This design comes from an exercise in tuning for small area on the open sky130 flow, not from production work. RTL that was checked went through simulation tests only; none was proved equivalent to the original. For run 7, only the layout was checked, not whether the RTL still works. Power and IR drop assume default switching activity.

## flow/run.sh

```bash
#!/bin/bash
# synth_recipe.tcl (not shown) runs the flow's synth.tcl, then flattens the netlist and writes it again
# the make line also repeats each setting of config.mk as NAME=value (left out here)
make -C /OpenROAD-flow-scripts/flow DESIGN_CONFIG=/design/flow/config.mk WORK_HOME=/design/flow/orfs CLKGATE_MAP_FILE= SYNTH_SCRIPT=/design/flow/synth_recipe.tcl finish
```

## flow/config.mk

```make
export PLATFORM = sky130hd
export DESIGN_NAME = fir4c_fig11_42
export DESIGN_NICKNAME = fir4c_fig11_42
export VERILOG_FILES = /design/flow/design.v
export SDC_FILE = /design/flow/constraint.sdc
export NUM_CORES = 4
export LEC_CHECK = 0
export CAP_MARGIN = 20
export CORE_MARGIN = 2
export CORE_UTILIZATION = 40
export SLEW_MARGIN = 20
```

## flow/constraint.sdc

```tcl
create_clock -name core_clock -period 3.2 [get_ports {clk}]
set_input_delay 0.6400 -clock core_clock [delete_from_list [all_inputs] [get_ports {clk}]]
set_output_delay 0.6400 -clock core_clock [all_outputs]
set_load 0.01 [all_outputs]
```

## flow/design.v

```verilog
module fir4c_fig11_42 #(parameter w=16)(
  input                       clk, 
                              reset,
  input        [w-1:0] a, 		 
  output logic [w+1:0] s);		 
  logic        signed [w-1:0] ar, br, cr, dr;
  logic         [w-1:0] csa4_s;    
  logic         [w  :0] csa4_c;
  logic         [w  :0] csa5_s;    
  logic         [w+1:0] csa5_c;
  logic         [w+1:0] sum;	   
  always_comb begin
    csa4_c[0] = 0;                 
    csa5_c[0] = 0; 
    for(int i=0; i<w; i++)
      {csa4_c[i+1],csa4_s[i]} = ar[i]+br[i]+cr[i];
    for(int i=0; i<w; i++)
      {csa5_c[i+1],csa5_s[i]} = csa4_c[i]+csa4_s[i]+dr[i];
    csa5_s[w] = csa4_c[w];	       
    csa5_c[w+1] = 0;
    sum = csa5_c + csa5_s;         
  end
  always_ff @(posedge clk)			 
    if(reset) begin					 
	  ar <= 'b0;
	  br <= 'b0;
	  cr <= 'b0;
	  dr <= 'b0;
	  s  <= 'b0;
    end
    else begin					     
	  ar <= a;
	  br <= ar;
	  cr <= br;
	  dr <= cr;
	  s  <= sum; 
	end
endmodule
```

==> impl_metrics.yaml, run 1 <==
outcome:
  status: "no timing/DRC/antenna violations"
worst_setup_path:
  arrival_ns: 3.25
  slowest_stage: "fa_1"
  path_cells: "fa_1 > fa_1 > ha_2 > fa_2 > a21oi_2 > o211a_1 > nor2_1 > a21oi_2 > mux2_2"
  required_ns: 3.44
  reg2reg_depth: 9
  crit_path_end_kind: "flip-flop"
  cp-start-kind: "flip-flop"
  critPathMaxStageDelay_ns: 0.55
  cp_max_fo: 4
  crit_type: "flip-flop to flip-flop"
final_layout:
  utilization_pct: 49.4
  drive_above_1_share_pct: 10.4
  syn_to_final_growth_pct: 18.8
  nFillCells: 786
  fin_area_sq_um: 4330
  diodes: 0
  num-nets-final: 417
grt:
  grt_pass1_vias: 2205
  grtUsageMet3_pct: 4.01
  grt_pass1_wl_um: 10100
  track_usage_pct: 12.9
  gr-usage-met2_pct: 19.6
  use_met1_pct: 17.3
  grt_overflow: 0
  grt.busiest_layer: "met2"
  grt_start_max_net_pins: 50
  antenna_found_initial: 0
timing:
  setup_viol: 0
  layout_setup_ws_ns: 0.189
  fmax_ghz: 0.332
  tns_ns: 0
  hold_ws_ns: 0.471
  period_share_pct: 94.1
  finalHoldViolCount: 0
  drv_slew: 0
  fin_crit_ns: 3.01
  slew_headroom_pct: 42.3
  clock_skew_ns: 0.00831
  rsz0062_at_grt: "false"
  tightestPinTransition_ns: 0.866
logic_synthesis:
  synth_top_cell_by_area: "dfxtp_1"
  syn-cell-area_sq_um: 3650
  syn_inst: 313
  synth_top_area_share_pct: 45.0
  synth_edf_count: 0
  yosysMostFrequentCell: "dfxtp_1"
  yosysSeqAreaShare_pct: 45.0
  syn_nets: 380
  ys_ff_latch: 82
  yosys-top-cells-count: "dfxtp_1, nor2b_1, fa_1"
  syn_area_per_cell_sq_um: 11.6
  ys_warn_count: 1
  synth-async-reset-ratio_pct: 0
  synth_flop_cell: "dfxtp_1"
  netlist_top_cells_area: "dfxtp_1, fa_1, nor2b_1"
  synthDistinctLibCells: 46
detailed_routing:
  finalWirelength_um: 5690
  drcViolationCount: 0
  viasPerCell: 4.72
  ant_nets: 0
  wl_per_cell_um: 12.3
  route.vias.total: 2187
  drtIter0Drc: 56
  firstDrtPassIters: 4
floorplanning:
  rows: 34
  ioPinCount: 36
  fp.dieW_um: 99.5
  chipHeight_um: 99.5
  core-area_sq_um: 8760
  start_util_pct: 41.6
  dieArea_sq_um: 9890
placement:
  dp_hpwl_um: 4190
  place.gp.congestion: 0.723
  pre_cts_slack_ns: -0.00373
  placed_area_sq_um: 4060
  portBuffers: 35
clock_network:
  clk_path_buf_depth: 2
  htree_levels: 3
  cts.clk_slew.worst_paths_ns: 0.08
  cts_buffers: 9
  cts_hold_buf: 0
  clk_latency_ns: 0.35
  cts-root-buf: "clkbuf_8"
  clkSinkCount: 82
  cts_tree: "built"
min_path:
  holdPathStages: 1
  hold_class: "flip-flop to flip-flop"
pwr:
  p_per_area_nw_per_um2: 538
  p_leak_nw: 1.85
  ir_worst_vdd_v: 0.000238
run:
  drv_cap: 0
## per-layer routing
| metal | vias to the layer above | part of all wire, % |
|---|---|---|
| li1 | 1108 | - |
| met1 | 1030 | 51 |
| met2 | 39 | 42 |
| met3 | 10 | 4.8 |
| met4 | 0 | 1.7 |
| met5 | - | 0 |
## worst paths after layout
path          from  endpoint  slack, ns
max          ar[1]     s[13]       0.19
min reg2reg  cr[5]     dr[5]       0.47
max reg2reg  ar[1]     s[13]       0.19
min          cr[5]     dr[5]       0.47
## timing repair
action / in CTS / in global routing
endpoints found under the setup margin: 1 / 3
pin swaps: 0 / 2
resized for setup: 1 / 4
cloned: 0 / 0
setup buffers: 0 / 2
## cells by family after synthesis
group,synth area share (%)
fa+ha+maj,23.4
simple gates,17.1
xor+xnor,1.44
buf+inv,3.09
compound gates,8.72
flops,45.0
mux,1.20
## report_power, final
part | switching (mW) | total, mW | internal, mW
clock | 0.357 | 0.899 | 0.542
combinational | 0.165 | 0.331 | 0.166
sequential | 0.0260 | 1.10 | 1.07
## critical path, delay by kind of cell, from the launching register on
family | cells | cell delay (ns)
AND/OR/NAND/NOR | 1 | 0.09
adder cells (fa/ha/maj) | 4 | 1.56
multiplexers | 1 | 0.35
flip-flops | 1 | 0.33
AO/OA/AOI/OAI | 3 | 0.57
## layout by cell type, fill, tap and decap left out, drive strengths merged, types with 3 or more instances in the layout
| master | count |
|---|---|
| buf | 5 |
| bufinv | 3 |
| nand2 | 5 |
| dfxtp | 82 |
| nor3 | 7 |
| o211ai | 3 |
| mux2 | 3 |
| a21o | 7 |
| inv | 7 |
| clkdlybuf4s50 | 34 |
| nand3 | 5 |
| nor2 | 10 |
| ha | 17 |
| a21oi | 14 |
| a31o | 3 |
| fa | 32 |
| xor2 | 4 |
| o21a | 3 |
| clkbuf | 12 |
| nor2b | 70 |
| o21ai | 6 |
## registers in the layout, summed over array words and instances (netlist names)
name,count
s,18
dr,16
ar,16
br,16
cr,16
## area by class of cell
type                            instances  area, sq um  share of cell area, %
Multi-Input combinational cell        211         1910                   44.1
Sequential cell                        82         1640                   37.9
Timing Repair Buffer                   39          375                   8.67
Clock buffer                           12          145                   3.35
Tap cell                              108          135                   3.12
Clock inverter                          4         98.8                   2.28
Inverter                                7         26.3                  0.607
## through the flow
stage,std cells,total power [mW]
2_1_floorplan,313,1.34
3_3_place_gp,445,1.45
3_5_place_dp,445,1.46
4_1_cts,461,2.35
5_1_grt,463,2.44
6_report,463,2.33
==> inputs of run 2 (changes only) <==
==> flow/flow/run.sh (new file) <==
#!/bin/bash
# Standard ORFS layout with smaller port buffers and a lighter clock tree.
set -euo pipefail
export BUFFER_PORTS_ARGS="-buffer_cell sky130_fd_sc_hd__buf_1"
export CTS_ARGS="-sink_clustering_enable -repair_clock_nets -dont_use_dummy_load -buf_list {sky130_fd_sc_hd__clkbuf_4 sky130_fd_sc_hd__clkbuf_8} -sink_clustering_size 30 -sink_clustering_max_diameter 60"
export RECOVER_POWER=100
bash standard.sh > flow_make.log 2>&1
==> flow/standard.sh (new file) <==
#!/bin/bash
# synth_recipe.tcl (not shown) runs the flow's synth.tcl, then flattens the netlist and writes it again
# the make line also repeats each setting of config.mk as NAME=value (left out here)
make -C /OpenROAD-flow-scripts/flow DESIGN_CONFIG=/design/flow/config.mk WORK_HOME=/design/flow/orfs CLKGATE_MAP_FILE= SYNTH_SCRIPT=/design/flow/synth_recipe.tcl "${@:-finish}"
--- a/flow/config.mk
+++ b/flow/config.mk
@@ -7,5 +7,6 @@
 export LEC_CHECK = 0
 export CAP_MARGIN = 20
 export CORE_MARGIN = 2
-export CORE_UTILIZATION = 40
+export CORE_UTILIZATION = 60
+export PLACE_DENSITY = 0.7
 export SLEW_MARGIN = 20
removed: flow/run.sh
==> impl_metrics.yaml, run 2 <==
run:
  drv_cap: 1
worst_setup_path:
  path_cells: "fa_1 > fa_1 > ha_1 > fa_2 > a21oi_2 > o211a_1 > nor2_1 > a21oi_2 > mux2_2"
  required_ns: 3.42
  cp_num_buf_inv: 0
  path_delay_family: "adder cells"
  critPathMaxStageDelay_ns: 0.55
  cp_max_fo: 4
  cp-start-kind: "flip-flop"
  crit_type: "flip-flop to flip-flop"
  arrival_ns: 3.26
  crit_path_end_kind: "flip-flop"
  slowest_stage: "fa_1"
timing:
  tns_ns: 0
  slew_headroom_pct: -14.8
  rsz0062_at_grt: "false"
  setup_viol: 0
  drv_slew: 43
  finalHoldViolCount: 0
  fin_crit_ns: 3.04
  tightestPinTransition_ns: 1.72
  period_share_pct: 95.1
  fmax_ghz: 0.329
  clock_skew_ns: 0.0183
clock_network:
  cts.clk_slew.worst_paths_ns: 0.07
  cts_setup_buffers: 0
  clk_path_buf_depth: 2
  cts_resized: 0
  cts_hold_buf: 0
  htree_levels: 3
  cts-root-buf: "clkbuf_8"
  clkSinkCount: 82
  clk_latency_ns: 0.35
  cts_buffers: 9
  cts_tree: "built"
pwr:
  p_per_area_nw_per_um2: 494
  p_leak_nw: 1.69
  ir_worst_vdd_v: 0.000389
logic_synthesis:
  yosysMostFrequentCell: "dfxtp_1"
  netlist_top_cells_area: "dfxtp_1, fa_1, nor2b_1"
  synth_compound_area_share_pct: 8.72
  yosys-top-cells-count: "dfxtp_1, nor2b_1, fa_1"
  synthMuxAreaShare_pct: 1.20
  synth_top_family_by_area: "adder cells"
  synth_top_cell_by_area: "dfxtp_1"
  syn_nets: 380
  synthXorXnorAreaFrac_pct: 1.44
  yosysSeqAreaShare_pct: 45.0
  synthSimpleGateAreaFrac_pct: 17.1
  synthDistinctLibCells: 46
  synth_top_area_share_pct: 45.0
  synth_edf_count: 0
  syn_area_per_cell_sq_um: 11.6
  synthAdderAreaFrac_pct: 23.4
  synth-async-reset-ratio_pct: 0
  ys_warn_count: 1
  syn_inst: 313
  syn-cell-area_sq_um: 3650
  synth_flop_cell: "dfxtp_1"
  ys_ff_latch: 82
detailed_routing:
  drcViolationCount: 0
  finalWirelength_um: 5300
  ant_nets: 0
  route.vias.total: 2146
  drtIter0Drc: 41
  firstDrtPassIters: 4
  wl_per_cell_um: 12.6
  viasPerCell: 5.10
placement:
  place.gp.congestion: 0.805
  portBuffers: 35
  dp_hpwl_um: 3880
outcome:
  check.faults: "max-capacitance violations, max-slew violations"
  status: "failed layout checks"
floorplanning:
  chipHeight_um: 82.0
  core-area_sq_um: 5890
  dieArea_sq_um: 6720
  ioPinCount: 36
  start_util_pct: 61.9
  rows: 28
  fp.dieW_um: 82.0
grt:
  grt_pass1_wl_um: 9130
  grt_start_max_net_pins: 43
  track_usage_pct: 18.3
  grt_pass1_vias: 2057
  grt_overflow: 0
  antenna_found_initial: 0
final_layout:
  nFillCells: 460
  largest_register_ffs: 18
  drive_above_1_share_pct: 6.94
  final_common_cell: "dfxtp_1"
  utilization_pct: 66.6
  syn_to_final_growth_pct: 7.58
  diodes: 0
  top_register: "s"
  num-nets-final: 415
  final_cell_mix: "dfxtp_1, nor2b_1, buf_1"
min_path:
  hold_class: "flip-flop to flip-flop"
-- run 2: metal layers --
layer	part of all wire, %	wire length (um)	GRT usage, %
met5	0	0	0
met4	1.4	73	6.00
met3	4.5	241	6.92
met2	44	2310	27.6
met1	51	2680	24.3
-- run 2: through the flow --
| stage | worst slack (ns) | power [mW] | hold slack [ns] | cell area [sq um] | std cells |
|---|---|---|---|---|---|
| 2_1_floorplan | 0.230 | 1.34 | 0.458 | 3650 | 313 |
| 3_3_place_gp | 0.118 | 1.40 | 0.462 | 3800 | 412 |
| 3_5_place_dp | 0.0446 | 1.41 | 0.471 | 3800 | 412 |
| 4_1_cts | 0.0131 | 1.97 | 0.470 | 3930 | 421 |
| 5_1_grt | 0.00357 | 2.04 | 0.477 | 3920 | 421 |
| 6_report | 0.158 | 1.94 | 0.480 | 3920 | 421 |
-- run 2: kinds of logic (layout without fill, tap and decap cells) --
group	after synthesis	after routing
simple gates	107	107
flops	82	82
fa+ha+maj	49	49
compound gates	45	45
buf+inv	20	53
xor+xnor	6	6
mux	4	4
-- run 2: worst paths after layout --
| kind | slack (ns) | startpoint | cells past startpoint | endpoint |
|---|---|---|---|---|
| worst max-delay path | 0.16 | ar[1] | 9 | s[13] |
| worst min-delay path | 0.48 | cr[6] | 1 | dr[6] |
| worst max register to register | 0.16 | ar[1] | 9 | s[13] |
| worst min register to register | 0.48 | cr[6] | 1 | dr[6] |
-- run 2: worst register-to-register path, cell delays in order, from the launching register on --
cell     delay [ns]
dfxtp_1        0.32
fa_1           0.55
fa_1           0.41
ha_1           0.25
fa_2           0.39
a21oi_2        0.17
o211a_1        0.20
nor2_1         0.09
a21oi_2        0.20
mux2_2         0.34
-- run 2: cell type report --
class                      instances  area (sq um)  share of cell area (%)
sequential                        82          1640                    41.8
multi-input combinational        211          1900                    48.4
inverter                           7          26.3                   0.670
clock buffer                       9           124                    3.16
timing repair buffer              37           139                    3.54
tap                               75          93.8                    2.39
-- run 2: power by group --
part	internal (mW)	switching [mW]
clock network	0.251	0.306
logic	0.121	0.162
registers	1.07	0.0256
==> inputs of run 3 (changes only) <==
==> flow/flow/run.sh (replaced) <==
#!/bin/bash
# Standard ORFS layout with smaller port buffers and a lighter clock tree.
set -euo pipefail
export BUFFER_PORTS_ARGS="-buffer_cell sky130_fd_sc_hd__buf_1"
export CTS_ARGS="-sink_clustering_enable -repair_clock_nets -dont_use_dummy_load -buf_list {sky130_fd_sc_hd__clkbuf_2 sky130_fd_sc_hd__clkbuf_4}"
bash standard.sh > flow_make.log 2>&1
==> impl_metrics.yaml, run 3 <==
grt:
  grt_pass1_wl_um: 9080
  grt_start_max_net_pins: 43
  grt_pass1_vias: 2058
  grt_overflow: 0
  track_usage_pct: 18.1
  antenna_found_initial: 0
placement:
  portBuffers: 35
  pre_cts_slack_ns: 0.0446
  dp_hpwl_um: 3880
  place.gp.congestion: 0.805
clock_network:
  cts.clk_slew.worst_paths_ns: 0.12
  cts_buffers: 9
  cts-root-buf: "clkbuf_4"
  clkSinkCount: 82
  clk_latency_ns: 0.43
  cts_tree: "built"
  htree_levels: 3
  clk_path_buf_depth: 2
pwr:
  clkPwrFrac_pct: 23.4
  seqPwrFrac_pct: 60.9
  p_leak_nw: 1.68
  p_sw_share_pct: 26.5
  power.internal_mw: 1.33
  p_sw_mw: 0.478
  p_per_area_nw_per_um2: 465
  pwr-share-comb_pct: 15.7
  ir_worst_vdd_v: 0.000295
worst_setup_path:
  slowest_stage: "fa_1"
  crit_type: "flip-flop to flip-flop"
  required_ns: 3.50
  reg2reg_slack_ns: 0.16
  reg2reg_depth: 9
  crit_cells: 9
  path_cells: "fa_1 > fa_1 > ha_1 > fa_2 > a21oi_2 > o211a_1 > nor2_1 > a21oi_2 > mux2_2"
  critPathMaxStageDelay_ns: 0.55
  path_delay_family: "adder cells"
  reg2reg_to: "s[13]"
  cp-start-kind: "flip-flop"
  cp_num_buf_inv: 0
  rr_startpoint: "ar[1]"
  cp_max_fo: 4
  crit_path_end_kind: "flip-flop"
  arrival_ns: 3.34
logic_synthesis:
  syn-cell-area_sq_um: 3650
  yosys-top-cells-count: "dfxtp_1, nor2b_1, fa_1"
  syn_nets: 380
  yosysSeqAreaShare_pct: 45.0
  ys_warn_count: 1
  synth_top_area_share_pct: 45.0
  synth_edf_count: 0
  netlist_top_cells_area: "dfxtp_1, fa_1, nor2b_1"
  synthDistinctLibCells: 46
  synth-async-reset-ratio_pct: 0
  yosysMostFrequentCell: "dfxtp_1"
  synth_top_cell_by_area: "dfxtp_1"
  ys_ff_latch: 82
  syn_area_per_cell_sq_um: 11.6
  synth_flop_cell: "dfxtp_1"
  syn_inst: 313
detailed_routing:
  ant_nets: 0
  route.vias.total: 2154
  wl_per_cell_um: 12.5
  viasPerCell: 5.12
  routed-wl-met3_um: 241
  drtIter0Drc: 48
  topRoutingLayerUsed: "met4"
  firstDrtPassIters: 4
  wl_met1_um: 2630
  finalWirelength_um: 5260
  wl_met2_um: 2300
  drcViolationCount: 0
timing:
  hold_ws_ns: 0.399
  period_share_pct: 94.9
  rsz0062_at_grt: "false"
  tightestPinTransition_ns: 0.806
  drv_slew: 0
  tns_ns: 0
  fmax_ghz: 0.329
  layout_setup_ws_ns: 0.163
  clock_skew_ns: 0.0264
  fin_crit_ns: 3.04
  slew_headroom_pct: 46.3
  finalHoldViolCount: 0
  setup_viol: 0
final_layout:
  diodes: 0
  utilization_pct: 65.9
  num-nets-final: 415
  top_register: "s"
  final_cell_mix: "dfxtp_1, nor2b_1, buf_1"
  largest_register_ffs: 18
  syn_to_final_growth_pct: 6.38
  final_common_cell: "dfxtp_1"
  drive_above_1_share_pct: 8.09
floorplanning:
  start_util_pct: 61.9
  dieArea_sq_um: 6720
  fp.dieW_um: 82.0
  core-area_sq_um: 5890
  chipHeight_um: 82.0
  rows: 28
  ioPinCount: 36
min_path:
  hold_end: "ar[4]"
  hold_class: "input pin to flip-flop"
  min_from: "a[4]"
  holdPathStages: 2
outcome:
  status: "no timing/DRC/antenna violations"
run:
  drv_cap: 0
==> run 3: cell counts after synthesis <==
Identical to the previous run, type by type.
==> run 3: power by group through the flow <==
stage	combinational, mW	clock, mW	sequential (mW)
after global routing	0.328	0.471	1.11
after detailed placement	0.282	0	1.12
after CTS	0.285	0.444	1.10
after floorplan	0.211	0	1.13
final	0.284	0.421	1.10
after global placement	0.278	0	1.12
==> run 3: final cells by class <==
| type | instances | area, sq um |
|---|---|---|
| fill | 463 | 2010 |
| multi-input combinational | 211 | 1900 |
| sequential | 82 | 1640 |
| timing repair buffer | 37 | 148 |
| tap | 75 | 93.8 |
| clock buffer | 9 | 67.6 |
| inverter | 7 | 26.3 |
==> run 3: logic make-up (layout without fill, tap and decap cells) <==
| kind of cell | count (synthesis) | in the layout | share of synthesized area (%) |
|---|---|---|---|
| and+or+nand+nor | 107 | 107 | 17.1 |
| DFF | 82 | 82 | 45.0 |
| adders and majority gates | 49 | 49 | 23.4 |
| AOI/OAI and AO/OA | 45 | 45 | 8.72 |
| buffers and inverters | 20 | 53 | 3.09 |
| xor gates and xnor gates | 6 | 6 | 1.44 |
| muxes | 4 | 4 | 1.20 |
==> run 3: layer usage <==
metal | GRT usage (%) | vias to the layer above
met5 | 0 | -
met4 | 9.50 | 0
met3 | 4.95 | 12
met2 | 27.1 | 42
met1 | 24.0 | 996
li1 | - | 1104
==> run 3: worst max path at each step <==
| stage | start | end | slack [ns] |
|---|---|---|---|
| 6_report | ar[1] | s[13] | 0.16 |
| 3_3_place_gp | ar[1] | s[13] | 0.12 |
| 3_5_place_dp | ar[1] | s[13] | 0.04 |
| 4_1_cts | ar[1] | s[13] | 0.01 |
| 5_1_grt | ar[2] | s[12] | 0.01 |
| 2_1_floorplan | ar[1] | s[13] | 0.23 |
==> run 3: timing repair <==
action / CTS / global route
endpoints found under the hold margin: 0 / 0
buffers inserted: 0 / 0
setup endpoints to repair: 0 / 2
gates resized for setup: 0 / 3
hold buffers: 0 / 0
==> run 3: stage by stage <==
stage | power (mW) | std cells | instance area, sq um
2_1_floorplan | 1.34 | 313 | 3650
3_3_place_gp | 1.40 | 412 | 3800
3_5_place_dp | 1.41 | 412 | 3800
4_1_cts | 1.83 | 421 | 3870
5_1_grt | 1.90 | 421 | 3880
6_report | 1.80 | 421 | 3880
==> inputs of run 4 (changes only) <==
==> flow/flow/run.sh (replaced) <==
#!/bin/bash
# Standard ORFS layout with smaller port buffers and a lighter clock tree.
set -euo pipefail
export BUFFER_PORTS_ARGS="-buffer_cell sky130_fd_sc_hd__buf_1"
export CTS_ARGS="-sink_clustering_enable -repair_clock_nets -dont_use_dummy_load -buf_list sky130_fd_sc_hd__clkbuf_4 -sink_clustering_size 40 -sink_clustering_max_diameter 80"
bash standard.sh > flow_make.log 2>&1
==> impl_metrics.yaml, run 4 <==
worst_setup_path:
  crit_path_end_kind: "flip-flop"
  reg2reg_depth: 9
  critPathMaxStageDelay_ns: 0.55
  slowest_stage: "fa_1"
  cp_max_fo: 4
  cp-start-kind: "flip-flop"
  crit_type: "flip-flop to flip-flop"
  required_ns: 3.50
  arrival_ns: 3.34
  path_cells: "fa_1 > fa_1 > ha_1 > fa_2 > a21oi_2 > o211a_1 > nor2_1 > a21oi_2 > mux2_2"
grt:
  antenna_found_initial: 0
  grt_pass1_wl_um: 9080
  track_usage_pct: 18.1
  grt_start_max_net_pins: 43
  grt_overflow: 0
  grt_pass1_vias: 2058
logic_synthesis:
  synthAdderAreaFrac_pct: 23.4
  synthSimpleGateAreaFrac_pct: 17.1
  synth_flop_cell: "dfxtp_1"
  synthXorXnorAreaFrac_pct: 1.44
  synth_top_area_share_pct: 45.0
  yosysSeqAreaShare_pct: 45.0
  syn_nets: 380
  syn_area_per_cell_sq_um: 11.6
  synth_edf_count: 0
  synth-async-reset-ratio_pct: 0
  netlist_top_cells_area: "dfxtp_1, fa_1, nor2b_1"
  ys_ff_latch: 82
  synthDistinctLibCells: 46
  synth_compound_area_share_pct: 8.72
  syn_inst: 313
  ys_warn_count: 1
  synth_top_cell_by_area: "dfxtp_1"
  syn-cell-area_sq_um: 3650
  synthMuxAreaShare_pct: 1.20
  synth_top_family_by_area: "adder cells"
  yosysMostFrequentCell: "dfxtp_1"
  yosys-top-cells-count: "dfxtp_1, nor2b_1, fa_1"
min_path:
  holdPathStages: 2
  hold_class: "input pin to flip-flop"
timing:
  setup_viol: 0
  tns_ns: 0
  drv_slew: 0
  clock_skew_ns: 0.0264
  period_share_pct: 94.9
  tightestPinTransition_ns: 0.806
  finalHoldViolCount: 0
  fmax_ghz: 0.329
  rsz0062_at_grt: "false"
  fin_crit_ns: 3.04
  slew_headroom_pct: 46.3
final_layout:
  final_cell_mix: "dfxtp_1, nor2b_1, buf_1"
  diodes: 0
  final_common_cell: "dfxtp_1"
  largest_register_ffs: 18
  syn_to_final_growth_pct: 6.38
  num-nets-final: 415
  drive_above_1_share_pct: 8.09
  nFillCells: 463
  top_register: "s"
  finalNonFillerCells: 421
detailed_routing:
  drtIter0Drc: 48
  wl_per_cell_um: 12.5
  finalWirelength_um: 5260
  ant_nets: 0
  route.vias.total: 2154
  firstDrtPassIters: 4
  viasPerCell: 5.12
  drcViolationCount: 0
outcome:
  status: "no timing/DRC/antenna violations"
run:
  drv_cap: 0
clock_network:
  cts_tree: "built"
  htree_levels: 3
  cts_setup_buffers: 0
  cts-root-buf: "clkbuf_4"
  cts.clk_slew.worst_paths_ns: 0.12
  cts_resized: 0
  cts_buffers: 9
  clkSinkCount: 82
  cts_hold_buf: 0
  clk_latency_ns: 0.43
  clk_path_buf_depth: 2
pwr:
  p_leak_nw: 1.68
  ir_worst_vdd_v: 0.000295
  p_per_area_nw_per_um2: 465
placement:
  portBuffers: 35
  dp_hpwl_um: 3880
  place_inst: 412
  place.gp.congestion: 0.805
floorplanning:
  start_util_pct: 61.9
  dieArea_sq_um: 6720
  rows: 28
  fp.dieW_um: 82.0
  chipHeight_um: 82.0
  ioPinCount: 36
  core-area_sq_um: 5890
==> run 4: cell counts after synthesis <==
Identical to the previous run, type by type.
==> run 4: cell type report <==
cell class,count,area [sq um],area share [%]
multi-input combinational,211,1900,49.0
tap,75,93.8,2.42
inverter,7,26.3,0.677
sequential,82,1640,42.3
clock buffer,9,67.6,1.74
timing repair buffer,37,148,3.81
==> run 4: cells by family after synthesis <==
kind of cell | Yosys count
mux | 4
compound gates | 45
xor+xnor | 6
flops | 82
buf+inv | 20
simple gates | 107
fa+ha+maj | 49
==> run 4: worst paths after layout <==
check / startpoint / endpoint / slack [ns]
min reg2reg: br[15] / cr[15] / 0.48
max reg2reg: ar[1] / s[13] / 0.16
min: a[4] / ar[4] / 0.40
max: ar[1] / s[13] / 0.16
==> run 4: metal layers <==
metal,vias up,wire length (um),track usage (%)
met1,996,2630,24.0
met2,42,2300,27.1
met4,0,84,9.50
met3,12,241,4.95
met5,-,0,0
li1,1104,-,-
==> run 4: power by group <==
part	switching, mW	internal, mW	leakage [nW]
Combinational	0.162	0.122	0.966
Clock	0.290	0.131	0.0414
Sequential	0.0256	1.07	0.673
==> run 4: worst max-delay path: cells and delay by family, from the launching register on <==
kind | cells | cell delay, ns
adder cells (fa/ha/maj) | 4 | 1.59
AO/OA/AOI/OAI | 3 | 0.58
multiplexers | 1 | 0.34
flip-flops | 1 | 0.33
AND/OR/NAND/NOR | 1 | 0.09
==> run 4: metrics by stage <==
step,util [%],instance area (sq um),hold WS (ns),power [mW],worst slack [ns]
finish,65.9,3880,0.399,1.80,0.163
global route,65.9,3880,0.383,1.90,0.0144
CTS,65.7,3870,0.369,1.83,0.0106
detailed placement,64.6,3800,0.471,1.41,0.0446
global placement,64.6,3800,0.462,1.40,0.118
floorplan,-,3650,0.458,1.34,0.230
==> inputs of run 5 (changes only) <==
==> flow/design.v (replaced) <==
module fir4c_fig11_42 #(parameter w=16)(
  input                clk,
                       reset,
  input        [w-1:0] a,
  output logic [w+1:0] s);
  logic [w-1:0] ar, br, cr, dr;
  logic [w-1:0] s1;            
  logic [w  :0] c1;
  logic [w  :0] s2;            
  logic [w+1:0] c2;
  logic [w+1:0] sum;
  always_comb begin
    c1[0] = 1'b0;
    c2[0] = 1'b0;
    for (int i=0; i<w; i++)
      {c1[i+1], s1[i]} = ar[i] + br[i] + cr[i];
    for (int i=0; i<w; i++)
      {c2[i+1], s2[i]} = s1[i] + c1[i] + dr[i];
    s2[w]   = c1[w];
    c2[w+1] = 1'b0;
  end
  logic [w+1:0] x, y, p, g;
  assign x = {1'b0, s2};
  assign y = c2;
  assign p = x ^ y;
  assign g = x & y;
  wire gg1 = g[1] | (p[1] & g[0]);
  wire pp1 = p[1] & p[0];
  wire gg2 = g[3] | (p[3] & g[2]);
  wire pp2 = p[3] & p[2];
  wire gg3 = g[5] | (p[5] & g[4]);
  wire pp3 = p[5] & p[4];
  wire gg4 = g[7] | (p[7] & g[6]);
  wire pp4 = p[7] & p[6];
  wire gg5 = g[9] | (p[9] & g[8]);
  wire pp5 = p[9] & p[8];
  wire gg6 = g[11] | (p[11] & g[10]);
  wire pp6 = p[11] & p[10];
  wire gg7 = g[13] | (p[13] & g[12]);
  wire pp7 = p[13] & p[12];
  wire gg8 = g[15] | (p[15] & g[14]);
  wire pp8 = p[15] & p[14];
  wire gg9 = g[17] | (p[17] & g[16]);
  wire pp9 = p[17] & p[16];
  wire gg10 = gg2 | (pp2 & gg1);
  wire pp10 = pp2 & pp1;
  wire gg11 = gg4 | (pp4 & gg3);
  wire pp11 = pp4 & pp3;
  wire gg12 = gg6 | (pp6 & gg5);
  wire pp12 = pp6 & pp5;
  wire gg13 = gg8 | (pp8 & gg7);
  wire pp13 = pp8 & pp7;
  wire gg14 = gg11 | (pp11 & gg10);
  wire pp14 = pp11 & pp10;
  wire gg15 = gg13 | (pp13 & gg12);
  wire pp15 = pp13 & pp12;
  wire gg16 = gg15 | (pp15 & gg14);
  wire pp16 = pp15 & pp14;
  wire gg17 = gg12 | (pp12 & gg14);
  wire pp17 = pp12 & pp14;
  wire gg18 = gg3 | (pp3 & gg10);
  wire pp18 = pp3 & pp10;
  wire gg19 = gg5 | (pp5 & gg14);
  wire pp19 = pp5 & pp14;
  wire gg20 = gg7 | (pp7 & gg17);
  wire pp20 = pp7 & pp17;
  wire gg21 = gg9 | (pp9 & gg16);
  wire pp21 = pp9 & pp16;
  wire gg22 = g[2] | (p[2] & gg1);
  wire pp22 = p[2] & pp1;
  wire gg23 = g[4] | (p[4] & gg10);
  wire pp23 = p[4] & pp10;
  wire gg24 = g[6] | (p[6] & gg18);
  wire pp24 = p[6] & pp18;
  wire gg25 = g[8] | (p[8] & gg14);
  wire pp25 = p[8] & pp14;
  wire gg26 = g[10] | (p[10] & gg19);
  wire pp26 = p[10] & pp19;
  wire gg27 = g[12] | (p[12] & gg17);
  wire pp27 = p[12] & pp17;
  wire gg28 = g[14] | (p[14] & gg20);
  wire pp28 = p[14] & pp20;
  wire gg29 = g[16] | (p[16] & gg16);
  wire pp29 = p[16] & pp16;
  assign sum[0] = p[0];
  assign sum[1] = p[1] ^ g[0];
  assign sum[2] = p[2] ^ gg1;
  assign sum[3] = p[3] ^ gg22;
  assign sum[4] = p[4] ^ gg10;
  assign sum[5] = p[5] ^ gg23;
  assign sum[6] = p[6] ^ gg18;
  assign sum[7] = p[7] ^ gg24;
  assign sum[8] = p[8] ^ gg14;
  assign sum[9] = p[9] ^ gg25;
  assign sum[10] = p[10] ^ gg19;
  assign sum[11] = p[11] ^ gg26;
  assign sum[12] = p[12] ^ gg17;
  assign sum[13] = p[13] ^ gg27;
  assign sum[14] = p[14] ^ gg20;
  assign sum[15] = p[15] ^ gg28;
  assign sum[16] = p[16] ^ gg16;
  assign sum[17] = p[17] ^ gg29;
  always_ff @(posedge clk)
    if (reset) begin
      ar <= '0; br <= '0; cr <= '0; dr <= '0; s <= '0;
    end else begin
      ar <= a; br <= ar; cr <= br; dr <= cr; s <= sum;
    end
endmodule
==> impl_metrics.yaml, run 5 <==
placement:
  placed_area_sq_um: 3660
  portBuffers: 35
  place_inst: 377
  dp_hpwl_um: 3520
  place.gp.congestion: 0.816
logic_synthesis:
  synth_edf_count: 0
  synth_top_cell_by_area: "dfxtp_1"
  syn_nets: 348
  yosysSeqAreaShare_pct: 47.8
  ys_warn_count: 1
  ys_ff_latch: 82
  synth_flop_cell: "dfxtp_1"
  synthDistinctLibCells: 25
  yosysMostFrequentCell: "dfxtp_1"
  syn_area_per_cell_sq_um: 12.5
  syn-cell-area_sq_um: 3430
  netlist_top_cells_area: "dfxtp_1, fa_1, nor2b_1"
  yosys-top-cells-count: "dfxtp_1, nor2b_1, fa_1"
  syn_inst: 275
  synth-async-reset-ratio_pct: 0
  synth_top_area_share_pct: 47.8
worst_setup_path:
  arrival_ns: 3.50
  rr_startpoint: "ar[2]"
  reg2reg_to: "s[15]"
  reg2reg_slack_ns: -0.02
  cp-start-kind: "flip-flop"
  crit_path_end_kind: "flip-flop"
  crit_type: "flip-flop to flip-flop"
  reg2reg_depth: 10
  cp_max_fo: 3
  required_ns: 3.48
clock_network:
  cts-root-buf: "clkbuf_4"
  clkSinkCount: 82
  cts.clk_slew.worst_paths_ns: 0.12
  cts_hold_buf: 0
  cts_tree: "built"
  htree_levels: 3
  clk_latency_ns: 0.41
  cts_buffers: 9
  clk_path_buf_depth: 2
floorplanning:
  rows: 27
  dieArea_sq_um: 6340
  fp.dieW_um: 79.6
  chipHeight_um: 79.6
  start_util_pct: 62.3
  ioPinCount: 36
  core-area_sq_um: 5510
timing:
  layout_setup_ws_ns: -0.0214
  clock_skew_ns: 0.0280
  finalHoldViolCount: 0
  rsz0062_at_grt: "true"
  tightestPinTransition_ns: 0.724
  fin_crit_ns: 3.22
  fmax_ghz: 0.310
  slew_headroom_pct: 51.8
  drv_slew: 0
  period_share_pct: 101
  setup_viol: 2
grt:
  grt_start_max_net_pins: 47
  grt_pass1_vias: 1819
  grt_pass1_wl_um: 7840
  grt_overflow: 0
  antenna_found_initial: 0
  track_usage_pct: 16.6
detailed_routing:
  finalWirelength_um: 4640
  drtIter0Drc: 42
  wl_per_cell_um: 12.0
  viasPerCell: 4.88
  drcViolationCount: 0
  ant_nets: 0
  route.vias.total: 1894
  firstDrtPassIters: 4
pwr:
  p_sw_mw: 0.444
  p_sw_share_pct: 25.0
  p_leak_nw: 1.64
  p_per_area_nw_per_um2: 471
  ir_worst_vdd_v: 0.000306
  pwr-share-comb_pct: 14.6
  seqPwrFrac_pct: 62.0
  clkPwrFrac_pct: 23.4
  power.internal_mw: 1.33
final_layout:
  finalNonFillerCells: 388
  fin_area_sq_um: 3770
  syn_to_final_growth_pct: 9.73
  seqCellArea_sq_um: 1650
  final_cell_mix: "dfxtp_1, nor2b_1, fa_1"
  drive_above_1_share_pct: 7.28
  largest_register_ffs: 18
  num-nets-final: 391
  final_common_cell: "dfxtp_1"
  nFillCells: 413
  diodes: 0
  top_register: "s"
  multi_input_area_sq_um: 1730
outcome:
  status: "failed layout checks"
  check.faults: "negative setup slack"
min_path:
  holdPathStages: 2
  min_from: "a[10]"
  hold_class: "input pin to flip-flop"
  hold_end: "ar[10]"
run:
  drv_cap: 0
==> run 5: critical path: stages, from the launching register on <==
cell	delay [ns]
dfxtp_2	0.34
fa_1	0.56
fa_1	0.43
ha_1	0.31
a211o_1	0.28
a211o_1	0.29
a41oi_2	0.22
a21oi_2	0.10
fa_1	0.38
xnor2_1	0.14
nor2_1	0.05
==> run 5: layout make-up <==
type / instances / area share [%]
Multi-Input combinational cell: 172 / 45.9
Sequential cell: 82 / 43.7
Timing Repair Buffer: 41 / 5.05
Tap cell: 72 / 2.39
Clock buffer: 9 / 1.79
Inverter: 12 / 1.20
==> run 5: power by group through the flow <==
stage	clock [mW]	sequential, mW	combinational [mW]
2_1_floorplan	0	1.13	0.171
5_1_grt	0.471	1.11	0.299
6_report	0.415	1.10	0.260
3_3_place_gp	0	1.12	0.249
3_5_place_dp	0	1.12	0.255
4_1_cts	0.437	1.10	0.259
==> run 5: routing by layer <==
| layer | GRT usage [%] | wire length, um | vias to the layer above |
|---|---|---|---|
| met1 | 21.9 | 2270 | 914 |
| met3 | 4.41 | 151 | 11 |
| li1 | - | - | 941 |
| met2 | 24.9 | 2110 | 28 |
| met4 | 9.31 | 115 | 0 |
| met5 | 0 | 0 | - |
==> run 5: logic make-up (layout without fill, tap and decap cells) <==
group | count (synthesis) | after routing | share of synthesized area, %
compound gates | 22 | 22 | 4.85
flops | 82 | 82 | 47.8
simple gates | 88 | 88 | 14.7
buf+inv | 21 | 62 | 2.30
fa+ha+maj | 55 | 55 | 28.6
xor+xnor | 7 | 7 | 1.79
==> run 5: what timing repair did <==
| item | 4_1_cts | 5_1_grt |
|---|---|---|
| gates resized for setup | 3 | 2 |
| buffers inserted | 1 | 1 |
| pin swaps | 7 | 6 |
| endpoints found under the setup margin | 5 | 5 |
==> run 5: worst max-delay path by stage <==
stage                     cells after the start  endpoint  startpoint
after global routing                         10     s[15]       ar[2]
final                                        10     s[15]       ar[2]
after detailed placement                     10     s[15]       ar[2]
after global placement                       10     s[15]       ar[2]
after floorplan                              10     s[15]       ar[2]
after CTS                                    10     s[15]       ar[2]
==> run 5: per-stage QoR <==
stage / TNS, ns / hold slack, ns / total power, mW / worst slack [ns] / utilization [%]
after floorplan: 0 / 0.458 / 1.30 / 0.0414 / -
after global placement: -0.0363 / 0.462 / 1.37 / -0.0363 / 66.6
after detailed placement: -0.153 / 0.471 / 1.38 / -0.0914 / 66.6
after CTS: -0.164 / 0.391 / 1.80 / -0.0785 / 68.0
after global routing: -0.530 / 0.393 / 1.88 / -0.159 / 68.4
final: -0.0252 / 0.418 / 1.77 / -0.0214 / 68.4
==> inputs of run 6 (changes only) <==
--- a/flow/config.mk
+++ b/flow/config.mk
@@ -9,4 +9,5 @@
 export CORE_MARGIN = 2
 export CORE_UTILIZATION = 60
 export PLACE_DENSITY = 0.7
+export SETUP_SLACK_MARGIN = 0.1
 export SLEW_MARGIN = 20
==> impl_metrics.yaml, run 6 <==
min_path:
  hold_class: "input pin to flip-flop"
  holdPathStages: 2
  hold_end: "ar[9]"
  min_from: "a[9]"
final_layout:
  nFillCells: 427
  final_cell_mix: "dfxtp_1, nor2b_1, fa_1"
  final_common_cell: "dfxtp_1"
  syn_to_final_growth_pct: 11.8
  largest_register_ffs: 18
  finalNonFillerCells: 388
  fin_area_sq_um: 3840
  diodes: 0
  num-nets-final: 391
  drive_above_1_share_pct: 11.7
  top_register: "s"
worst_setup_path:
  cp_max_fo: 3
  reg2reg_to: "s[14]"
  reg2reg_slack_ns: -0.1
  arrival_ns: 3.63
  reg2reg_depth: 9
  rr_startpoint: "ar[2]"
  critPathLaunch: "ar[2]"
  cp-start-kind: "flip-flop"
  crit_path_end_kind: "flip-flop"
  required_ns: 3.53
  crit_type: "flip-flop to flip-flop"
placement:
  place_inst: 378
  placed_area_sq_um: 3670
  portBuffers: 35
  dp_hpwl_um: 3430
  place.gp.congestion: 0.746
pwr:
  report.power.total_mw: 1.80
  p_sw_share_pct: 25.3
  ir_worst_vdd_v: 0.000351
  pwr-share-comb_pct: 15.6
  p_per_area_nw_per_um2: 468
  clkPwrFrac_pct: 23.1
  power.internal_mw: 1.34
  p_sw_mw: 0.455
  p_leak_nw: 1.63
  seqPwrFrac_pct: 61.2
timing:
  hold_ws_ns: 0.412
  finalHoldViolCount: 0
  setup_viol: 5
  fmax_ghz: 0.303
  slew_headroom_pct: 42.4
  drv_slew: 0
  rsz0062_at_grt: "true"
  layout_setup_ws_ns: -0.0971
  period_share_pct: 103
  tightestPinTransition_ns: 0.864
  fin_crit_ns: 3.30
  clock_skew_ns: 0.0333
logic_synthesis:
  synth_flop_cell: "dfxtp_1"
  ys_warn_count: 1
  synth-async-reset-ratio_pct: 0
  yosys-top-cells-count: "dfxtp_1, nor2b_1, fa_1"
  netlist_top_cells_area: "dfxtp_1, fa_1, nor2b_1"
  syn_nets: 348
  syn_area_per_cell_sq_um: 12.5
  syn_inst: 275
  synthDistinctLibCells: 25
  synth_top_cell_by_area: "dfxtp_1"
  syn-cell-area_sq_um: 3430
  ys_ff_latch: 82
  synth_top_area_share_pct: 47.8
  synth_edf_count: 0
  yosysSeqAreaShare_pct: 47.8
  yosysMostFrequentCell: "dfxtp_1"
floorplanning:
  core-area_sq_um: 5510
  ioPinCount: 36
  chipHeight_um: 79.6
  start_util_pct: 62.3
  fp.dieW_um: 79.6
  rows: 27
  dieArea_sq_um: 6340
clock_network:
  cts-root-buf: "clkbuf_4"
  htree_levels: 3
  cts_tree: "built"
  cts_hold_buf: 0
  clk_path_buf_depth: 2
  clkSinkCount: 82
  cts.clk_slew.worst_paths_ns: 0.12
  cts_buffers: 9
  clk_latency_ns: 0.41
detailed_routing:
  drcViolationCount: 0
  wl_per_cell_um: 12.7
  firstDrtPassIters: 4
  finalWirelength_um: 4910
  viasPerCell: 4.85
  ant_nets: 0
  route.vias.total: 1882
  drtIter0Drc: 58
grt:
  antenna_found_initial: 0
  grt_pass1_wl_um: 8050
  grt_overflow: 0
  grt_start_max_net_pins: 42
  track_usage_pct: 17.1
  grt_pass1_vias: 1882
run:
  drv_cap: 0
outcome:
  check.faults: "negative setup slack"
  status: "failed layout checks"
[run 6: cell counts after synthesis]
No cell type changed its count.
[run 6: final cells by class]
| class | count | area [sq um] | area share [%] |
|---|---|---|---|
| well taps | 72 | 90.1 | 2.35 |
| clock buffers | 9 | 67.6 | 1.76 |
| inverters | 12 | 45.0 | 1.17 |
| multi-input cells | 172 | 1810 | 47.1 |
| repair buffers | 41 | 178 | 4.63 |
| flip-flops and latches | 82 | 1650 | 42.9 |
[run 6: critical path, stage by stage, from the launching register on]
cell and delay, ns:
dfxtp_2 0.34, fa_1 0.50, fa_1 0.57, ha_4 0.22
a211o_1 0.28, a211o_1 0.30, a41oi_2 0.28, a21oi_2 0.10
fa_2 0.52, nor2b_4 0.12
[run 6: logic make-up (layout without fill, tap and decap cells)]
family / after synthesis / in the layout / synth area share [%]
AOI/OAI and AO/OA: 22 / 22 / 4.85
xor gates and xnor gates: 7 / 7 / 1.79
adders and majority gates: 55 / 55 / 28.6
buffers and inverters: 21 / 62 / 2.30
DFF: 82 / 82 / 47.8
and+or+nand+nor: 88 / 88 / 14.7
[run 6: what timing repair did]
action                                  CTS  global route
buffers inserted                          0             1
resized for setup                         1            16
pin swaps                                 1            14
endpoints found under the setup margin    6             9
[run 6: power groups by stage]
stage | combinational [mW] | sequential, mW | clock [mW]
2_1_floorplan | 0.171 | 1.13 | 0
3_3_place_gp | 0.248 | 1.12 | 0
3_5_place_dp | 0.253 | 1.12 | 0
4_1_cts | 0.255 | 1.10 | 0.438
5_1_grt | 0.323 | 1.11 | 0.488
6_report | 0.281 | 1.10 | 0.415
[run 6: worst max path at each step]
stage / endpoint / cells past startpoint
after floorplan: s[14] / 9
after global placement: s[14] / 9
after detailed placement: s[14] / 9
after CTS: s[14] / 9
after global routing: s[14] / 9
final: s[14] / 9
[run 6: through the flow]
stage | worst slack, ns | TNS, ns | utilization [%]
floorplan | 0.107 | 0 | -
detailed placement | -0.0523 | -0.122 | 66.6
finish | -0.0971 | -0.304 | 69.7
global placement | 0.00647 | 0 | 66.6
global route | -0.204 | -0.865 | 69.7
CTS | -0.0903 | -0.262 | 67.8
[run 6: layer usage]
metal / up-vias / track usage [%] / part of all wire (%)
met3: 8 / 5.66 / 3.6
met4: 0 / 8.45 / 1.6
met1: 896 / 21.6 / 45
li1: 943 / - / -
met2: 35 / 26.3 / 50
met5: - / 0 / 0
==> inputs of run 7 (changes only) <==
==> flow/design.v (replaced) <==
module fir4c_fig11_42 #(parameter w=16)(
  input                clk,
                       reset,
  input        [w-1:0] a,
  output logic [w+1:0] s);
  logic [w-1:0] ar, br, cr, dr;
  logic [w-1:0] s1;            
  logic [w  :0] c1;
  logic [w  :0] s2;            
  logic [w+1:0] c2;
  logic [w+1:0] sum;
  always_comb begin
    c1[0] = 1'b0;
    c2[0] = 1'b0;
    for (int i=0; i<w; i++)
      {c1[i+1], s1[i]} = ar[i] + br[i] + cr[i];
    for (int i=0; i<w; i++)
      {c2[i+1], s2[i]} = s1[i] + c1[i] + dr[i];
    s2[w]   = c1[w];
    c2[w+1] = 1'b0;
  end
  logic [w+1:0] x, y, p, g;
  assign x = {1'b0, s2};
  assign y = c2;
  assign p = x ^ y;
  assign g = x & y;
  wire gg1 = g[1] | (p[1] & g[0]);
  wire pp1 = p[1] & p[0];
  wire gg2 = g[3] | (p[3] & g[2]);
  wire pp2 = p[3] & p[2];
  wire gg3 = g[5] | (p[5] & g[4]);
  wire pp3 = p[5] & p[4];
  wire gg4 = g[7] | (p[7] & g[6]);
  wire pp4 = p[7] & p[6];
  wire gg5 = g[9] | (p[9] & g[8]);
  wire pp5 = p[9] & p[8];
  wire gg6 = g[11] | (p[11] & g[10]);
  wire pp6 = p[11] & p[10];
  wire gg7 = g[13] | (p[13] & g[12]);
  wire pp7 = p[13] & p[12];
  wire gg8 = g[15] | (p[15] & g[14]);
  wire pp8 = p[15] & p[14];
  wire gg9 = g[17] | (p[17] & g[16]);
  wire pp9 = p[17] & p[16];
  wire gg10 = g[2] | (p[2] & gg1);
  wire pp10 = p[2] & pp1;
  wire gg11 = gg2 | (pp2 & gg1);
  wire pp11 = pp2 & pp1;
  wire gg12 = g[6] | (p[6] & gg3);
  wire pp12 = p[6] & pp3;
  wire gg13 = gg4 | (pp4 & gg3);
  wire pp13 = pp4 & pp3;
  wire gg14 = g[10] | (p[10] & gg5);
  wire pp14 = p[10] & pp5;
  wire gg15 = gg6 | (pp6 & gg5);
  wire pp15 = pp6 & pp5;
  wire gg16 = g[14] | (p[14] & gg7);
  wire pp16 = p[14] & pp7;
  wire gg17 = gg8 | (pp8 & gg7);
  wire pp17 = pp8 & pp7;
  wire gg18 = g[4] | (p[4] & gg11);
  wire pp18 = p[4] & pp11;
  wire gg19 = gg3 | (pp3 & gg11);
  wire pp19 = pp3 & pp11;
  wire gg20 = gg12 | (pp12 & gg11);
  wire pp20 = pp12 & pp11;
  wire gg21 = gg13 | (pp13 & gg11);
  wire pp21 = pp13 & pp11;
  wire gg22 = g[12] | (p[12] & gg15);
  wire pp22 = p[12] & pp15;
  wire gg23 = gg7 | (pp7 & gg15);
  wire pp23 = pp7 & pp15;
  wire gg24 = gg16 | (pp16 & gg15);
  wire pp24 = pp16 & pp15;
  wire gg25 = gg17 | (pp17 & gg15);
  wire pp25 = pp17 & pp15;
  wire gg26 = g[8] | (p[8] & gg21);
  wire pp26 = p[8] & pp21;
  wire gg27 = gg5 | (pp5 & gg21);
  wire pp27 = pp5 & pp21;
  wire gg28 = gg14 | (pp14 & gg21);
  wire pp28 = pp14 & pp21;
  wire gg29 = gg15 | (pp15 & gg21);
  wire pp29 = pp15 & pp21;
  wire gg30 = gg22 | (pp22 & gg21);
  wire pp30 = pp22 & pp21;
  wire gg31 = gg23 | (pp23 & gg21);
  wire pp31 = pp23 & pp21;
  wire gg32 = gg24 | (pp24 & gg21);
  wire pp32 = pp24 & pp21;
  wire gg33 = gg25 | (pp25 & gg21);
  wire pp33 = pp25 & pp21;
  wire gg34 = g[16] | (p[16] & gg33);
  wire pp34 = p[16] & pp33;
  wire gg35 = gg9 | (pp9 & gg33);
  wire pp35 = pp9 & pp33;
  assign sum[0] = p[0];
  assign sum[1] = p[1] ^ g[0];
  assign sum[2] = p[2] ^ gg1;
  assign sum[3] = p[3] ^ gg10;
  assign sum[4] = p[4] ^ gg11;
  assign sum[5] = p[5] ^ gg18;
  assign sum[6] = p[6] ^ gg19;
  assign sum[7] = p[7] ^ gg20;
  assign sum[8] = p[8] ^ gg21;
  assign sum[9] = p[9] ^ gg26;
  assign sum[10] = p[10] ^ gg27;
  assign sum[11] = p[11] ^ gg28;
  assign sum[12] = p[12] ^ gg29;
  assign sum[13] = p[13] ^ gg30;
  assign sum[14] = p[14] ^ gg31;
  assign sum[15] = p[15] ^ gg32;
  assign sum[16] = p[16] ^ gg33;
  assign sum[17] = p[17] ^ gg34;
  always_ff @(posedge clk)
    if (reset) begin
      ar <= '0; br <= '0; cr <= '0; dr <= '0; s <= '0;
    end else begin
      ar <= a; br <= ar; cr <= br; dr <= cr; s <= sum;
    end
endmodule
==> impl_metrics.yaml, run 7 <==
timing:
  hold_ws_ns: 0.415
  finalHoldViolCount: 0
  layout_setup_ws_ns: -0.188
  tns_ns: -0.188
  setup_viol: 1
  slew_headroom_pct: 54.4
  tightestPinTransition_ns: 0.684
  fin_crit_ns: 3.39
  clock_skew_ns: 0.0333
  drv_slew: 0
  fmax_ghz: 0.295
  period_share_pct: 106
  rsz0062_at_grt: "true"
final_layout:
  drive_above_1_share_pct: 16.2
  diodes: 0
  syn_to_final_growth_pct: 15.3
  multi_input_area_sq_um: 1790
  top_register: "s"
  largest_register_ffs: 18
  final_common_cell: "dfxtp_1"
  seqCellArea_sq_um: 1650
  fin_area_sq_um: 3970
  finalNonFillerCells: 411
  num-nets-final: 410
  final_cell_mix: "dfxtp_1, nor2b_1, buf_1"
  nFillCells: 391
detailed_routing:
  routed-wl-met3_um: 191
  viasPerCell: 4.72
  route.vias.total: 1938
  wl_met2_um: 2050
  wl_met1_um: 2330
  ant_nets: 0
  drcViolationCount: 0
  firstDrtPassIters: 4
  topRoutingLayerUsed: "met4"
  finalWirelength_um: 4690
  drtIter0Drc: 33
  wl_per_cell_um: 11.4
logic_synthesis:
  ys_warn_count: 1
  syn_nets: 351
  synthDistinctLibCells: 34
  synth_edf_count: 0
  yosysSeqAreaShare_pct: 47.7
  ys_ff_latch: 82
  yosysMostFrequentCell: "dfxtp_1"
  syn_inst: 282
  synth_top_area_share_pct: 47.7
  synth_top_cell_by_area: "dfxtp_1"
  synth_flop_cell: "dfxtp_1"
  synth-async-reset-ratio_pct: 0
  yosys-top-cells-count: "dfxtp_1, nor2b_1, fa_1"
  syn-cell-area_sq_um: 3440
  netlist_top_cells_area: "dfxtp_1, fa_1, nor2b_1"
  syn_area_per_cell_sq_um: 12.2
worst_setup_path:
  arrival_ns: 3.74
  required_ns: 3.56
  crit_type: "flip-flop to flip-flop"
  crit_path_end_kind: "flip-flop"
  cp-start-kind: "flip-flop"
  cp_max_fo: 2
placement:
  place_inst: 398
  placed_area_sq_um: 3790
  dp_hpwl_um: 3450
  pre_cts_slack_ns: -0.347
  portBuffers: 35
  place.gp.congestion: 0.733
floorplanning:
  fp.dieW_um: 79.7
  dieArea_sq_um: 6360
  ioPinCount: 36
  rows: 27
  core-area_sq_um: 5510
  start_util_pct: 62.5
  chipHeight_um: 79.7
min_path:
  hold_class: "input pin to flip-flop"
clock_network:
  cts-root-buf: "clkbuf_4"
  clkSinkCount: 82
  clk_latency_ns: 0.41
  htree_levels: 3
  cts_buffers: 9
  cts.clk_slew.worst_paths_ns: 0.12
  cts_tree: "built"
  clk_path_buf_depth: 2
grt:
  antenna_found_initial: 0
  grt_pass1_wl_um: 7970
  grt_overflow: 0
  track_usage_pct: 16.6
  grt_pass1_vias: 1907
  grt_start_max_net_pins: 56
pwr:
  p_per_area_nw_per_um2: 459
  p_leak_nw: 1.74
  ir_worst_vdd_v: 0.000272
run:
  drv_cap: 0
outcome:
  status: "failed layout checks"
  check.faults: "negative setup slack"
-- run 7: cell types whose count changed after synthesis, moves of 2 or more --
cell     before  now
xnor2_1       3    5
fa_1         39   35
a211o_1       2    0
inv_1        12   16
xor2_1        4    2
o21a_1        2    0
and3_1        0    2
-- run 7: worst max-delay path, cell delays in order (launching register included) --
cell and delay, ns:
dfxtp_2 0.34, fa_1 0.55, fa_1 0.43, ha_1 0.29, a21o_1 0.18, a21oi_2 0.16
o21ai_2 0.08, a211o_2 0.31, a221o_2 0.35, a21oi_2 0.16, fa_1 0.42, nor2_1 0.09
-- run 7: through the flow --
step | util (%) | power, mW
finish | 72.0 | 1.82
CTS | 71.4 | 1.85
global route | 72.0 | 1.93
detailed placement | 68.9 | 1.41
floorplan | - | 1.32
global placement | 68.9 | 1.41
-- run 7: kinds of logic after synthesis --
kind of cell,synth area share [%]
flops,47.7
simple gates,15.9
buf+inv,2.73
xor+xnor,1.78
mux,1.09
fa+ha+maj,26.2
compound gates,4.62
-- run 7: metal layers --
metal	track usage, %	vias up
met3	3.85	13
met5	0	-
li1	-	994
met2	25.3	34
met4	10.3	0
met1	21.5	897
-- run 7: cell type report --
| cell class | count | share of cell area [%] |
|---|---|---|
| Clock buffer | 9 | 1.70 |
| Inverter | 16 | 1.51 |
| Multi-Input combinational cell | 175 | 45.1 |
| Sequential cell | 82 | 41.5 |
| Tap cell | 72 | 2.27 |
| Timing Repair Buffer | 57 | 7.92 |
-- run 7: power by group --
| group | switching (mW) | total (mW) | internal (mW) |
|---|---|---|---|
| Sequential | 0.0263 | 1.10 | 1.07 |
| Clock | 0.286 | 0.417 | 0.131 |
| Combinational | 0.149 | 0.303 | 0.154 |
-- run 7: path summary, 6_finish.rpt --
path | depth (start not counted) | startpoint | slack (ns) | endpoint
worst max-delay path | 11 | ar[2] | -0.19 | s[16]
worst min-delay path | 2 | a[5] | 0.41 | ar[5]
worst max register to register | 11 | ar[2] | -0.19 | s[16]
worst min register to register | 1 | cr[3] | 0.46 | dr[3]
-- run 7: what timing repair did --
action / CTS / global route
buffers inserted: 3 / 1
hold buffers: 0 / 0
resized for setup: 9 / 7
endpoints found under the setup margin: 7 / 8
pin swaps: 12 / 10

## separate check: timing with driven ports
The flow's constraints put no driver on any port. The routed layouts listed below were extracted and timed again, unchanged, in two steps.
Step 1: set_driving_cell puts a clkbuf_16 on clk and a buf_2 on each other input, an assumption about the parent block.
Step 2 moves the port delays by t, midway between the first and last clock arrival at a register: inputs arrive t later, outputs are due t later. That takes back most of the time a late clock gives input paths.
Three values: no drivers, after step 1, after step 2; two values: the first two.
run | shift t [ns] | setup WS [ns] | hold WS [ns] | latest minus earliest clock arrival (ns)
run 1 | 0.374 | 0.189 / 0.189 / 0.189 | 0.471 / 0.471 / 0.471 | 0.009 / 0.008
run 2 | 0.368 | 0.158 / 0.158 / 0.158 | 0.480 / 0.477 / 0.480 | 0.019 / 0.019
run 3 | 0.441 | 0.163 / 0.163 / 0.163 | 0.399 / 0.393 / 0.483 | 0.027 / 0.027
run 4 | 0.441 | 0.163 / 0.163 / 0.163 | 0.399 / 0.393 / 0.483 | 0.027 / 0.027
run 5 | 0.417 | -0.021 / -0.021 / -0.021 | 0.418 / 0.415 / 0.464 | 0.028 / 0.029
run 6 | 0.423 | -0.097 / -0.097 / -0.097 | 0.412 / 0.407 / 0.459 | 0.033 / 0.033
run 7 | 0.423 | -0.188 / -0.188 / -0.188 | 0.415 / 0.412 / 0.464 | 0.033 / 0.033
